From an optimization exercise on the open Yosys and OpenROAD flow, aimed at small area, a short achievable clock period and few clock cycles; shortcuts taken in it are not production practice. The RTL was checked by simulation tests, not by an equivalence proof against the original design. Power is estimated from default activity; no workload was simulated.

<file path="flow/config.mk">
export PLATFORM = sky130hd
export DESIGN_NAME = pipeline
export DESIGN_NICKNAME = pipeline
export VERILOG_FILES = /design/flow/design.v
export SDC_FILE = /design/flow/constraint.sdc
export NUM_CORES = 8
export LEC_CHECK = 0
export CAP_MARGIN = 30
export CORE_MARGIN = 2
export CORE_UTILIZATION = 40
export SLEW_MARGIN = 30
</file>
<file path="flow/constraint.sdc">
create_clock -name core_clock -period 12.0 [get_ports {clk}]
set_input_delay 2.4000 -clock core_clock [delete_from_list [all_inputs] [get_ports {clk}]]
set_output_delay 2.4000 -clock core_clock [all_outputs]
set_load 0.01 [all_outputs]
</file>
<file path="flow/design.v">
`timescale 1ns / 1ps
module reg_file(read_data1, read_data2, read_addr1, read_addr2, write_addr, write_data, regwrite, clk, reset);
    input   [4:0]   read_addr1, read_addr2, write_addr;
    input   [31:0]  write_data;
    input           regwrite, clk, reset;
    output  [31:0]  read_data1, read_data2;
    reg     [31:0]  mem [1:31];
    reg     [31:1]  valid;
    integer i;
    genvar  g;
    wire    [31:1]  wsel;
    generate
        for (g = 1; g < 32; g = g + 1) begin : ws
            assign wsel[g] = regwrite && write_addr == g;
        end
    endgenerate
    always @(posedge clk or posedge reset) begin
        if (reset)
            valid <= 31'b0;
        else
            valid <= valid | wsel;
    end
    generate
        for (g = 1; g < 32; g = g + 1) begin : w
            always @(posedge clk)
                if (wsel[g])
                    mem[g] <= write_data;
        end
    endgenerate
    wire    [31:1]  rd_en = valid & ~wsel;
    wire    [31:1]  sel1, sel2;
    generate
        for (g = 1; g < 32; g = g + 1) begin : s
            assign sel1[g] = rd_en[g] && read_addr1 == g;
            assign sel2[g] = rd_en[g] && read_addr2 == g;
        end
    endgenerate
    wire            byp1 = regwrite && write_addr == read_addr1 && read_addr1 != 5'd0;
    wire            byp2 = regwrite && write_addr == read_addr2 && read_addr2 != 5'd0;
    reg     [31:0]  r1, r2;
    always @* begin
        r1 = {32{byp1}} & write_data;
        r2 = {32{byp2}} & write_data;
        for (i = 1; i < 32; i = i + 1) begin
            r1 = r1 | ({32{sel1[i]}} & mem[i]);
            r2 = r2 | ({32{sel2[i]}} & mem[i]);
        end
    end
    assign read_data1 = r1;
    assign read_data2 = r2;
endmodule
`timescale 1ns / 1ps
module pipeline (clk, reset, imem_addr, imem_rdata, dmem_addr, dmem_wdata, dmem_we, dmem_rdata);
    input           clk, reset;
    output  [31:0]  imem_addr;
    input   [31:0]  imem_rdata;
    output  [31:0]  dmem_addr, dmem_wdata;
    output          dmem_we;
    input   [31:0]  dmem_rdata;
    reg     [31:2]  pc;
    reg             e_wr, e_lw, e_sw, e_br, e_bne;
    reg             e_imm_src, e_sub, e_and, e_or, e_slt;
    reg     [4:0]   e_rd;
    reg     [31:0]  e_a, e_b;
    reg     [15:0]  e_imm;
    reg             e_pred;
    reg             m_wr, m_lw, m_we;
    reg     [4:0]   m_rd;
    reg     [31:0]  m_res, m_sd;
    wire    [31:0]  inst = imem_rdata;
    wire    [5:0]   op   = inst[31:26];
    wire    [5:0]   fn   = inst[5:0];
    wire    [4:0]   rs   = inst[25:21];
    wire    [4:0]   rt   = inst[20:16];
    wire    [4:0]   rdf  = inst[15:11];
    wire            is_r    = op == 6'h00;
    wire            is_j    = op == 6'h02;
    wire            is_beq  = op == 6'h04;
    wire            is_bne  = op == 6'h05;
    wire            is_addi = op == 6'h08;
    wire            is_andi = op == 6'h0C;
    wire            is_lw   = op == 6'h23;
    wire            is_sw   = op == 6'h2B;
    wire            use_rs  = is_r | is_beq | is_bne | is_addi | is_andi | is_lw | is_sw;
    wire            use_rt  = is_r | is_beq | is_bne | is_sw;
    wire            wr_rt   = is_addi | is_andi | is_lw;
    wire    [4:0]   dst     = is_r ? rdf : (wr_rt ? rt : 5'd0);
    wire            f_add   = is_r & (fn == 6'h20);
    wire            f_sub   = is_r & (fn == 6'h22);
    wire            f_or    = is_r & (fn == 6'h25);
    wire            f_slt   = is_r & (fn == 6'h2A);
    wire            f_and   = (is_r & ~f_add & ~f_sub & ~f_or & ~f_slt) | is_andi;
    wire    [31:0]  w_data  = m_lw ? dmem_rdata : m_res;
    wire    [31:0]  f_a, f_b;
    reg_file regfile(f_a, f_b, rs, rt, m_rd, w_data, m_wr, clk, reset);
    wire            fwd_a   = e_wr && !e_lw && e_rd == rs;
    wire            fwd_b   = e_wr && !e_lw && e_rd == rt;
    wire            ld_use  = e_wr && e_lw && ((use_rs && e_rd == rs) || (use_rt && e_rd == rt));
    wire    [31:0]  a       = e_a;
    wire    [31:0]  b       = e_b;
    wire    [31:0]  ext     = {{16{e_imm[15]}}, e_imm};
    wire    [31:0]  bo      = e_imm_src ? ext : b;
    wire    [32:0]  sum     = {1'b0, a} + {1'b0, bo ^ {32{e_sub}}} + {32'b0, e_sub};
    wire    [31:0]  res     = e_and ? (a & bo) :
                              e_or  ? (a | bo) :
                              e_slt ? {31'b0, ~sum[32]} :
                                      sum[31:0];
    wire            eq      = a == b;
    wire            taken   = eq ^ e_bne;
    wire            mispred = e_br && (taken ^ e_pred);
    wire    [31:2]  e_ext   = {{14{e_imm[15]}}, e_imm};
    wire    [31:2]  e_alt   = e_pred ? pc - e_ext : pc + e_ext;
    wire    [31:2]  pc_inc  = pc + 30'd1;
    wire            is_br   = is_beq | is_bne;
    wire            pred    = is_br & inst[15];
    wire    [16:0]  bt_lo   = {1'b0, pc_inc[17:2]} + {1'b0, inst[15:0]};
    wire    [31:18] up_m1   = pc_inc[31:18] - 14'd1;
    wire    [31:2]  btgt    = {bt_lo[16] ? pc_inc[31:18] : up_m1, bt_lo[15:0]};
    wire    [31:2]  pc_next = mispred ? e_alt :
                              ld_use  ? pc :
                              is_j    ? {pc_inc[31:28], inst[25:0]} :
                              pred    ? btgt :
                                        pc_inc;
    wire            f_go    = !mispred && !ld_use;
    always @(posedge clk or posedge reset) begin
        if (reset) begin
            pc      <= 30'b0;
            e_wr    <= 1'b0;
            e_lw    <= 1'b0;
            e_sw    <= 1'b0;
            e_br    <= 1'b0;
            m_wr    <= 1'b0;
            m_we    <= 1'b0;
        end else begin
            pc      <= pc_next;
            e_wr    <= f_go && dst != 5'd0;
            e_lw    <= f_go && is_lw;
            e_sw    <= f_go && is_sw;
            e_br    <= f_go && is_br;
            m_wr    <= e_wr;
            m_we    <= e_sw;
        end
    end
    always @(posedge clk) begin
        e_rd        <= dst;
        e_bne       <= is_bne;
        e_pred      <= inst[15];
        e_imm_src   <= ~is_r;
        e_sub       <= f_sub | f_slt;
        e_and       <= f_and;
        e_or        <= f_or;
        e_slt       <= f_slt;
        e_a         <= fwd_a ? res : f_a;
        e_b         <= fwd_b ? res : f_b;
        e_imm       <= inst[15:0];
        m_lw        <= e_lw;
        m_rd        <= e_rd;
        m_res       <= res;
        m_sd        <= b;
    end
    assign imem_addr  = {pc, 2'b00};
    assign dmem_addr  = m_res;
    assign dmem_wdata = m_sd;
    assign dmem_we    = m_we;
endmodule
</file>
<file path="flow/flow/run.sh">
#!/bin/bash
# Own flow: the standard synthesis and layout with these changes:
#  - timing repair is asked for more setup slack than the 12 ns clock needs,
#    so that it shortens the worst paths (TNS_END_PERCENT=0: only the worst);
#  - port buffers are buf_2 rather than the slow delay buffer picked by default;
set -euo pipefail
cd "$(dirname "${BASH_SOURCE[0]}")/.."
bash standard.sh synth > synth.log 2>&1
bash standard.sh \
    SETUP_SLACK_MARGIN=8.3 TNS_END_PERCENT=0 \
    "BUFFER_PORTS_ARGS=-buffer_cell sky130_fd_sc_hd__buf_2" \
    CTS_CLUSTER_SIZE=20 CTS_CLUSTER_DIAMETER=100 CTS_BUF_LIST=sky130_fd_sc_hd__clkbuf_16 \
    finish > layout.log 2>&1
</file>
<file path="flow/standard.sh">
#!/bin/bash
# synth_recipe.tcl (not shown) runs the flow's synth.tcl, then flattens the netlist and writes it again
# the make line also repeats each setting of config.mk as NAME=value (left out here)
make -C /OpenROAD-flow-scripts/flow DESIGN_CONFIG=/design/flow/config.mk WORK_HOME=/design/flow/orfs CLKGATE_MAP_FILE= SYNTH_SCRIPT=/design/flow/synth_recipe.tcl "${@:-finish}"
</file>
==> run_results.csv, run 1 <==
group,metric,value,unit
detailed_routing,drtIter0Drc,12470,
detailed_routing,dr.pass1.iters,17,
sta,tightest_slew,1.196,ns
global_routing,antenna_found_initial,15,
global_routing,grt_pass1_vias,44040,
synth,yosys.area_share.simple,0.08965,
detailed_routing,drc,0,
finish,nNetsFinal,4624,
synth,synth_edf_count,992,
place,numPortBuffers,160,
synth,avgSynthCellArea,12.79,µm²
synth,syn_area,55670,µm²
synth,synthXorXnorAreaFrac,0.02958,
place,globalplace.congestion,0.9746,
critical_path,reg2reg_depth,10,
finish,utilization,0.4510,
hold_path,hold_depth,0,
finish,n_fill_cell,12410,
cts,cts.sinks,1220,
floorplan,initial_core_util,0.4039,
synth,synth_seq_cells,1220,
cts,cts_tree,"done",
synth,async_reset_ff_frac,0.05492,
place,place_ws,6.434,ns
finish,syn_to_final_growth,11.66,%
sta,rsz0062_at_grt,"true",
sta,slew_headroom,0.2025,
sta,final-setup-viol-count,0,
floorplan,ioPinCount,163,
sta,min_period_over_period,0.3945,
hold_path,hp-class,"register to register",
synth,synth_compound_area_frac,0.2020,
detailed_routing,avgViaCountPerCell,7.605,
cts,clk_path_buf_depth,3,
sta,timing.fmax,0.2113,GHz
job,maxCapViolations,0,
critical_path,setup.worst_path.class,"input pin to register",
cts,clk_latency,0.70,ns
cts,h-tree-depth,3,
synth,synth_mux_area_frac,0.01191,
global_routing,grt_max_degree,68,
sta,setup_tns,0,ns
floorplan,die_w,377.1,µm
synth,yosysSeqAreaShare,0.6231,
power,power_density,143.4,nW/µm²
critical_path,cp.required,12.57,ns
critical_path,cp-start-kind,"input pin",
critical_path,max_stage_delay,0.57,ns
global_routing,grtUsageTotal,0.3685,
cts,numCtsBuffers,74,
place,dp_hpwl,148.9,mm
place,dpl_cell_area,59430,µm²
critical_path,cp_max_fo,19,
finish,layout-drive-gt1-share,0.1419,
global_routing,grt-busiest-layer,"met2",
global_routing,grt_pass1_wl,362.4,mm
critical_path,worstPathArrival,5.31,ns
detailed_routing,detail_route.wirelength,271.3,mm
synth,yosysUniqueCellTypes,88,
power,p_leak,21.22,nW
global_routing,met1_usage,0.4477,
critical_path,cp-end-kind,"register",
floorplan,core.rowCount,136,
status,status,"complete, no violations",
sta,hold_violations,0,
finish,fin_area,62160,µm²
sta,slew_violations,0,
synth,synth_top_family_by_area,"compound AO/OA/AOI/OAI gates",
sta,finalCriticalPeriod,4.734,ns
global_routing,grt_use_met3,0.1936,
global_routing,grt-ovfl-total,0,
cts,path_clk_slew,0.09,ns
synth,netlist_instances,4352,
cts,cts_hold_buffers,0,
sta,setup_ws,7.266,ns
detailed_routing,vias,48260,
synth,ys.flop_type,"edfxtp_1",
global_routing,grt_use_met2,0.5139,
synth,yosys_warnings,3,
critical_path,crit_slowest_cell,"buf_4",
sta,skew,0.03869,ns
floorplan,core,137800,µm²
floorplan,die_area,142200,µm²
critical_path,cp_common_cell,"buf_4",
critical_path,worstPathCellList,"buf_2 -> nand3b_1 -> nor3_2 -> buf_4 -> buf_4 -> a22o_1 -> a221oi_1 -> nand4_1 -> nor3_1 -> a21oi_1",
floorplan,die_height,377.1,µm
synth,synthAdderAreaFrac,0.01883,
cts,clock-root-buffer,"clkbuf_16",
power,ir_worst_vdd,0.1166,mV
detailed_routing,routedWlPerCell,42.75,µm
detailed_routing,final_antenna_net_count,0,
==> final cells by class <==
type	count	area (µm²)	share of cell area
clock buffers	77	1927	0.03100
diodes	14	35.03	0.0005636
well taps	1794	2245	0.03611
multi-input cells	2772	20440	0.3288
clock inverters	61	342.8	0.005515
flip-flops and latches	1220	34700	0.5582
repair buffers	334	2192	0.03527
inverters	74	281.5	0.004529
==> sequential cells by signal (all words and copies together), names as in the netlist, 5 cells and up <==
signal         count
regfile.mem      992
e_a               32
e_b               32
m_res             32
m_sd              32
regfile.valid     31
pc                30
e_imm             16
e_rd               5
m_rd               5
==> layout by cell type, fill, tap and decap left out, types with 17 or more instances in the layout <==
master,n
a31oi_1,31
nor4_1,31
nor2_1,135
dfxtp_1,158
o21ai_0,105
nor3_1,77
or2_2,38
ha_1,78
inv_1,115
a21oi_1,209
nor4_2,17
mux2_2,23
a22oi_1,488
nor2b_1,30
a221oi_1,182
xor2_1,74
nor2_4,28
o211ai_1,32
nand3_1,64
xnor2_1,112
a21o_1,41
buf_2,156
edfxtp_1,992
buf_4,159
nand2_1,160
a22o_1,175
nand2b_1,29
nand4_1,176
dfrtp_1,67
mux2i_1,38
a222oi_1,100
clkbuf_16,77
nor3_2,42
==> stage by stage <==
step | std cells | hold slack [ns] | total power, mW
after global routing | 6333 | 0.3697 | 9.168
after global placement | 6180 | 0.3398 | 6.187
final | 6346 | 0.3605 | 8.913
after CTS | 6327 | 0.3613 | 8.838
after floorplan | 4353 | 0.3312 | 5.779
after detailed placement | 6182 | 0.3404 | 6.206
==> synthesized netlist by cell type (23+ instances only) <==
master | instances | area (µm²)
nor4_1 | 51 | 319.1
mux2_2 | 23 | 259.0
nand4_1 | 176 | 1101
or2_2 | 38 | 237.7
buf_1 | 34 | 127.6
a22o_1 | 175 | 1533
a222oi_1 | 100 | 1001
dfrtp_1 | 67 | 1677
o211ai_1 | 32 | 240.2
o21ai_0 | 107 | 535.5
xor2_1 | 74 | 648.1
a31oi_1 | 32 | 200.2
xnor2_1 | 114 | 998.5
a221oi_1 | 183 | 1603
a21o_1 | 41 | 307.8
nand2b_1 | 29 | 181.4
a21oi_1 | 211 | 1056
mux2i_1 | 39 | 390.4
dfxtp_1 | 161 | 3223
nor2b_1 | 30 | 187.7
nor2_1 | 165 | 619.3
edfxtp_1 | 992 | 29790
ha_1 | 79 | 988.5
inv_1 | 73 | 274.0
nor3_1 | 122 | 610.6
nand3_1 | 64 | 320.3
nand2_1 | 163 | 611.8
clkbuf_1 | 243 | 912.1
a22oi_1 | 488 | 3664
==> power by group <==
part | internal [mW] | leakage (nW) | switching [mW]
clock | 1.19 | 1.29 | 1.51
sequential | 4.69 | 11.1 | 0.167
combinational | 0.535 | 8.83 | 0.819
total | 6.42 | 21.2 | 2.49
==> cell families (layout without fill, tap and decap cells) <==
| logic type | after synthesis | after routing |
|---|---|---|
| fa+ha+maj | 82 | 82 |
| mux | 63 | 63 |
| compound gates | 1498 | 1498 |
| buf+inv | 361 | 546 |
| xor+xnor | 188 | 188 |
| simple gates | 939 | 939 |
| other cells | 1 | 16 |
| flops | 1220 | 1220 |
==> final timing paths <==
check	to	slack [ns]	from
max	e_a[6]	7.27	imem_rdata[23]
min reg2reg	m_we	0.36	e_sw
max reg2reg	e_b[15]	7.42	m_rd[1]
max in group asynchronous	pc[8]	9.62	reset
min in group asynchronous	m_we	1.88	reset
min	m_we	0.36	e_sw
==> timing repair <==
| action | CTS | global route |
|---|---|---|
| gates resized for setup | 36 | 30 |
| buffers inserted | 7 | 5 |
| pin swaps | 11 | 8 |
| setup endpoints to repair | 150 | 153 |
==> metal layers <==
| layer | share of wire | up-vias | wire length [µm] |
|---|---|---|---|
| met5 | 0.0014 | - | 378 |
| met4 | 0.084 | 29 | 22790 |
| met3 | 0.18 | 1605 | 50070 |
| met2 | 0.40 | 5294 | 107500 |
| met1 | 0.33 | 23240 | 90590 |
| li1 | - | 18100 | - |
==> worst max-delay path: cells and delay by family <==
family                 cells  cell delay, ns
buffers and inverters      3            1.36
AND/OR/NAND/NOR            4            0.85
AO/OA/AOI/OAI              3            0.66
Testbench counts, summed over its fixed seeds: cycles 37,155.
==> run 2, diff against run 1 <==
--- a/flow/design.v
+++ b/flow/design.v
@@ -59,10 +59,11 @@
     input   [31:0]  dmem_rdata;
     reg     [31:2]  pc;
     reg             e_wr, e_lw, e_sw, e_br, e_bne;
-    reg             e_imm_src, e_sub, e_and, e_or, e_slt;
+    reg             e_sub, e_and, e_or, e_slt;
     reg     [4:0]   e_rd;
-    reg     [31:0]  e_a, e_b;
-    reg     [15:0]  e_imm;
+    reg     [31:0]  e_a;         
+    reg     [31:0]  e_b;         
+    reg     [31:0]  e_c;         
     reg             e_pred;
     reg             m_wr, m_lw, m_we;
     reg     [4:0]   m_rd;
@@ -95,32 +96,33 @@
     reg_file regfile(f_a, f_b, rs, rt, m_rd, w_data, m_wr, clk, reset);
     wire            fwd_a   = e_wr && !e_lw && e_rd == rs;
     wire            fwd_b   = e_wr && !e_lw && e_rd == rt;
-    wire            ld_use  = e_wr && e_lw && ((use_rs && e_rd == rs) || (use_rt && e_rd == rt));
+    wire            ld_use  = e_wr && e_lw && (e_rd == rs || e_rd == rt);
     wire    [31:0]  a       = e_a;
-    wire    [31:0]  b       = e_b;
-    wire    [31:0]  ext     = {{16{e_imm[15]}}, e_imm};
-    wire    [31:0]  bo      = e_imm_src ? ext : b;
+    wire    [31:0]  bo      = e_b;
     wire    [32:0]  sum     = {1'b0, a} + {1'b0, bo ^ {32{e_sub}}} + {32'b0, e_sub};
     wire    [31:0]  res     = e_and ? (a & bo) :
                               e_or  ? (a | bo) :
                               e_slt ? {31'b0, ~sum[32]} :
                                       sum[31:0];
-    wire            eq      = a == b;
+    wire            eq      = a == e_c;
     wire            taken   = eq ^ e_bne;
     wire            mispred = e_br && (taken ^ e_pred);
-    wire    [31:2]  e_ext   = {{14{e_imm[15]}}, e_imm};
-    wire    [31:2]  e_alt   = e_pred ? pc - e_ext : pc + e_ext;
+    wire    [31:2]  e_alt   = e_pred ? pc - e_b[29:0] : pc + e_b[29:0];
     wire    [31:2]  pc_inc  = pc + 30'd1;
     wire            is_br   = is_beq | is_bne;
-    wire            pred    = is_br & inst[15];
-    wire    [16:0]  bt_lo   = {1'b0, pc_inc[17:2]} + {1'b0, inst[15:0]};
-    wire    [31:18] up_m1   = pc_inc[31:18] - 14'd1;
-    wire    [31:2]  btgt    = {bt_lo[16] ? pc_inc[31:18] : up_m1, bt_lo[15:0]};
-    wire    [31:2]  pc_next = mispred ? e_alt :
-                              ld_use  ? pc :
-                              is_j    ? {pc_inc[31:28], inst[25:0]} :
-                              pred    ? btgt :
-                                        pc_inc;
+    wire    [8:0]   bt_lo   = {1'b0, pc_inc[9:2]} + {1'b0, inst[7:0]};
+    wire            pred    = is_br & (inst[15:8] == 8'hFF) & bt_lo[8];
+    wire    [31:2]  btgt    = {pc_inc[31:10], bt_lo[7:0]};
+    wire            s_alt   = mispred;
+    wire            s_hold  = !mispred && ld_use;
+    wire            s_j     = !mispred && !ld_use && is_j;
+    wire            s_bt    = !mispred && !ld_use && pred;
+    wire            s_inc   = !mispred && !ld_use && !is_j && !pred;
+    wire    [31:2]  pc_next = ({30{s_alt}}  & e_alt) |
+                              ({30{s_hold}} & pc) |
+                              ({30{s_j}}    & {pc_inc[31:28], inst[25:0]}) |
+                              ({30{s_bt}}   & btgt) |
+                              ({30{s_inc}}  & pc_inc);
     wire            f_go    = !mispred && !ld_use;
     always @(posedge clk or posedge reset) begin
         if (reset) begin
@@ -144,19 +146,18 @@
     always @(posedge clk) begin
         e_rd        <= dst;
         e_bne       <= is_bne;
-        e_pred      <= inst[15];
-        e_imm_src   <= ~is_r;
+        e_pred      <= pred;
         e_sub       <= f_sub | f_slt;
         e_and       <= f_and;
         e_or        <= f_or;
         e_slt       <= f_slt;
         e_a         <= fwd_a ? res : f_a;
-        e_b         <= fwd_b ? res : f_b;
-        e_imm       <= inst[15:0];
+        e_b         <= is_r ? (fwd_b ? res : f_b) : {{16{inst[15]}}, inst[15:0]};
+        e_c         <= fwd_b ? res : f_b;
         m_lw        <= e_lw;
         m_rd        <= e_rd;
         m_res       <= res;
-        m_sd        <= b;
+        m_sd        <= e_c;
     end
     assign imem_addr  = {pc, 2'b00};
     assign dmem_addr  = m_res;
==> flow/flow/run.sh (replaced) <==
#!/bin/bash
# Own flow: the standard synthesis and layout with these changes:
#  - timing repair is asked for more setup slack than the 12 ns clock needs,
#    so that it shortens the paths (SETUP_SLACK_MARGIN);
#  - port buffers are buf_2 rather than the slow delay buffer picked by default;
set -euo pipefail
cd "$(dirname "${BASH_SOURCE[0]}")/.."
bash standard.sh synth > synth.log 2>&1
bash standard.sh \
    SETUP_SLACK_MARGIN=7.9 TNS_END_PERCENT=100 \
    "BUFFER_PORTS_ARGS=-buffer_cell sky130_fd_sc_hd__buf_2" \
    CTS_CLUSTER_SIZE=20 CTS_CLUSTER_DIAMETER=100 CTS_BUF_LIST=sky130_fd_sc_hd__clkbuf_16 \
    finish > layout.log 2>&1
==> run_results.csv, run 2 <==
group,metric,value,unit
critical_path,r2r_slack,7.76,ns
floorplan,initial_core_util,0.4024,
critical_path,r2r_end,"e_b[13]",
synth,async_reset_ff_frac,0.05421,
sta,timing.fmax,0.2357,GHz
finish,largest_reg_flops,992,
power,clockPowerShare,0.301,
synth,yosysUniqueCellTypes,89,
sta,hold_violations,0,
synth,synth_largest_area_cell,"edfxtp_1",
global_routing,grtUsageTotal,0.3878,
synth,syn_area,56010,µm²
sta,setup_tns,0,ns
synth,ys.flop_type,"edfxtp_1",
sta,hold_ws,0.3660,ns
cts,clock-root-buffer,"clkbuf_16",
global_routing,grt-ovfl-total,0,
synth,synth_top_area_frac,0.5319,
sta,skew,0.04257,ns
critical_path,worstPathCellList,"clkbuf_4 -> or2_4 -> buf_12 -> nor3_4 -> buf_6 -> buf_8 -> a22oi_1 -> nand4_1 -> nor2_1 -> nand4_1 -> o22a_1",
finish,layout_commonest_cell,"edfxtp_1",
finish,largest-register,"regfile.mem",
detailed_routing,avgViaCountPerCell,7.569,
floorplan,core,139200,µm²
synth,yosysSeqAreaShare,0.6251,
sta,final-setup-viol-count,0,
cts,clk_latency,0.75,ns
status,status,"complete, no violations",
synth,synth_edf_count,992,
global_routing,grt_use_met3,0.1859,
global_routing,grt_pass1_vias,45390,
detailed_routing,final_antenna_net_count,0,
finish,final_cell_mix,"edfxtp_1, a22oi_1, a22o_1",
global_routing,grt_max_degree,68,
cts,path_clk_slew,0.09,ns
global_routing,grt_pass1_wl,379.6,mm
synth,synthTopCellsByCount,"edfxtp_1, a22oi_1, a221oi_1",
power,p_seq_frac,0.553,
synth,avgSynthCellArea,12.62,µm²
critical_path,reg2reg_depth,9,
sta,min_period_over_period,0.3535,
floorplan,ioPinCount,163,
place,globalplace.congestion,1.000,
floorplan,core.rowCount,137,
detailed_routing,dr.pass1.iters,14,
global_routing,grt_use_met2,0.5445,
critical_path,setup.worst_path.class,"input pin to register",
cts,h-tree-depth,3,
finish,nNetsFinal,4794,
critical_path,cp.required,12.61,ns
global_routing,met1_usage,0.4558,
hold_path,hp-class,"register to register",
synth,yosys-top-cells-area,"edfxtp_1, a22oi_1, dfxtp_1",
floorplan,die_height,378.2,µm
sta,tightest_slew,1.145,ns
power,power_density,135.6,nW/µm²
place,numPortBuffers,160,
critical_path,worstPathArrival,4.85,ns
detailed_routing,vias,49980,
critical_path,r2r-start,"m_wr",
global_routing,antenna_found_initial,14,
hold_path,min-delay-start,"e_sw",
finish,n_fill_cell,12170,
hold_path,hold_path_end,"m_we",
global_routing,grt-busiest-layer,"met2",
critical_path,cp-start-kind,"input pin",
hold_path,hold_depth,0,
sta,finalCriticalPeriod,4.242,ns
critical_path,cp-end-kind,"register",
synth,netlist_instances,4439,
critical_path,crit_buf_inv,4,
cts,cts.sinks,1236,
power,switching_power,2.472,mW
critical_path,cp_top_family,"buffers and inverters",
cts,clk_path_buf_depth,3,
power,p_leak,22.76,nW
synth,synth_seq_cells,1236,
detailed_routing,drc,0,
finish,layout-drive-gt1-share,0.1902,
detailed_routing,routedWlPerCell,43.90,µm
place,dp_hpwl,161.6,mm
finish,syn_to_final_growth,17.15,%
sta,slew_headroom,0.2365,
power,power.internal,6.424,mW
power,ir_worst_vdd,0.09905,mV
power,combPwrFrac,0.146,
job,maxCapViolations,0,
cts,numCtsBuffers,73,
synth,synth.most_common_cell,"edfxtp_1",
detailed_routing,drtIter0Drc,12220,
power,switching_share,0.2779,
floorplan,die_w,378.2,µm
sta,slew_violations,0,
cts,cts_tree,"done",
critical_path,cp_max_fo,17,
critical_path,cp_common_cell,"nand4_1",
floorplan,die_area,143000,µm²
critical_path,max_stage_delay,0.38,ns
detailed_routing,detail_route.wirelength,289.8,mm
synth,yosys_warnings,3,
sta,rsz0062_at_grt,"true",
critical_path,crit_slowest_cell,"buf_6",
-- run 2: logic make-up (layout without fill, tap and decap cells) --
group,count (synthesis),in the layout,share of synthesized area
mux,53,53,0.009807
simple gates,895,895,0.08299
compound gates,1579,1579,0.2079
xor+xnor,171,171,0.02674
other cells,1,18,0.00006696
fa+ha+maj,73,73,0.01671
buf+inv,431,702,0.03072
flops,1236,1236,0.6251
-- run 2: power by group through the flow --
stage          Sequential, mW  Clock (mW)  Combinational, mW
2_1_floorplan            4.97           0              0.779
3_3_place_gp             5.01           0               1.15
3_5_place_dp             5.01           0               1.16
4_1_cts                  4.91        2.65               1.20
5_1_grt                  4.93        2.81               1.40
6_report                 4.92        2.68               1.30
-- run 2: final cells by class --
| cell class | count | area [µm²] | area share |
|---|---|---|---|
| Antenna cell | 16 | 40.04 | 0.0006102 |
| Clock buffer | 77 | 1927 | 0.02937 |
| Clock inverter | 54 | 246.5 | 0.003757 |
| Inverter | 124 | 465.4 | 0.007094 |
| Multi-Input combinational cell | 2773 | 21310 | 0.3248 |
| Sequential cell | 1236 | 35040 | 0.5340 |
| Tap cell | 1876 | 2347 | 0.03577 |
| Timing Repair Buffer | 447 | 4238 | 0.06459 |
-- run 2: stage by stage --
step	total power, mW	util	area, µm²	worst slack [ns]	std cells
3_3_place_gp	6.164	0.4332	60290	6.192	6324
4_1_cts	8.763	0.4581	63770	7.869	6504
3_5_place_dp	6.176	0.4337	60360	6.193	6327
5_1_grt	9.140	0.4711	65580	7.751	6589
2_1_floorplan	5.747	-	57010	7.636	4440
6_report	8.896	0.4714	65610	7.758	6603
-- run 2: worst register-to-register path, delay by kind of cell (launching register included) --
kind / cells / cell delay, ns
flops: 1 / 0.64
compound gates: 2 / 0.42
simple gates: 5 / 1.91
buf+inv: 1 / 0.88
mux: 1 / 0.29
-- run 2: worst max path at each step --
stage | startpoint | end | slack, ns | cells after the start
floorplan | imem_rdata[0] | pc[3] | 7.64 | 14
global placement | imem_rdata[21] | e_a[27] | 6.19 | 10
detailed placement | imem_rdata[16] | e_b[6] | 6.19 | 11
CTS | imem_rdata[23] | e_a[8] | 7.87 | 9
global route | imem_rdata[16] | e_b[28] | 7.75 | 12
finish | imem_rdata[22] | e_a[16] | 7.76 | 11
-- run 2: timing repair --
item,CTS,global route
resized for setup,188,219
hold buffers,0,0
endpoints found under the setup margin,112,89
buffers inserted,44,71
pin swaps,25,68
gates cloned,2,12
-- run 2: per-layer routing --
metal / part of all wire / wire length [µm] / vias to the layer above
met4: 0.11 / 30900 / 20
li1: - / - / 18430
met3: 0.17 / 50090 / 1949
met5: 0.0010 / 290 / -
met1: 0.32 / 93030 / 23930
met2: 0.40 / 115500 / 5652
Testbench counts of run 2, summed over its fixed seeds: cycles 37,217.

## re-timing with driven ports
The flow's constraints put no driver on any port. The routed layouts listed below were extracted and timed again, unchanged, in two steps.
Step 1: set_driving_cell puts a clkbuf_16 on clk and a buf_2 on each other input, an assumption about the parent block.
Step 2 adds t to the input delays and takes it off the output delays; t is the mean of the earliest and latest rising clock arrival at the registers after step 1. Input paths then give back, and output paths get back, about the clock's delay inside the block.
Three values: ideal, step 1, step 2; two values: the first two.
run	t, ns	setup slack, ns	hold slack, ns	worst register clock-pin slew, ns	cell pins on the clock port's net
run 1	0.754	7.266 / 7.299 / 6.545	0.360 / 0.360 / 0.360	0.10 / 0.10	1
run 2	0.810	7.758 / 7.744 / 6.934	0.366 / 0.366 / 0.366	0.10 / 0.10	1
After both steps every run listed still meets setup and hold. For run 2, which loses most, drivers alone change the setup slack by -0.014 ns; drivers and shift together by -0.824 ns.
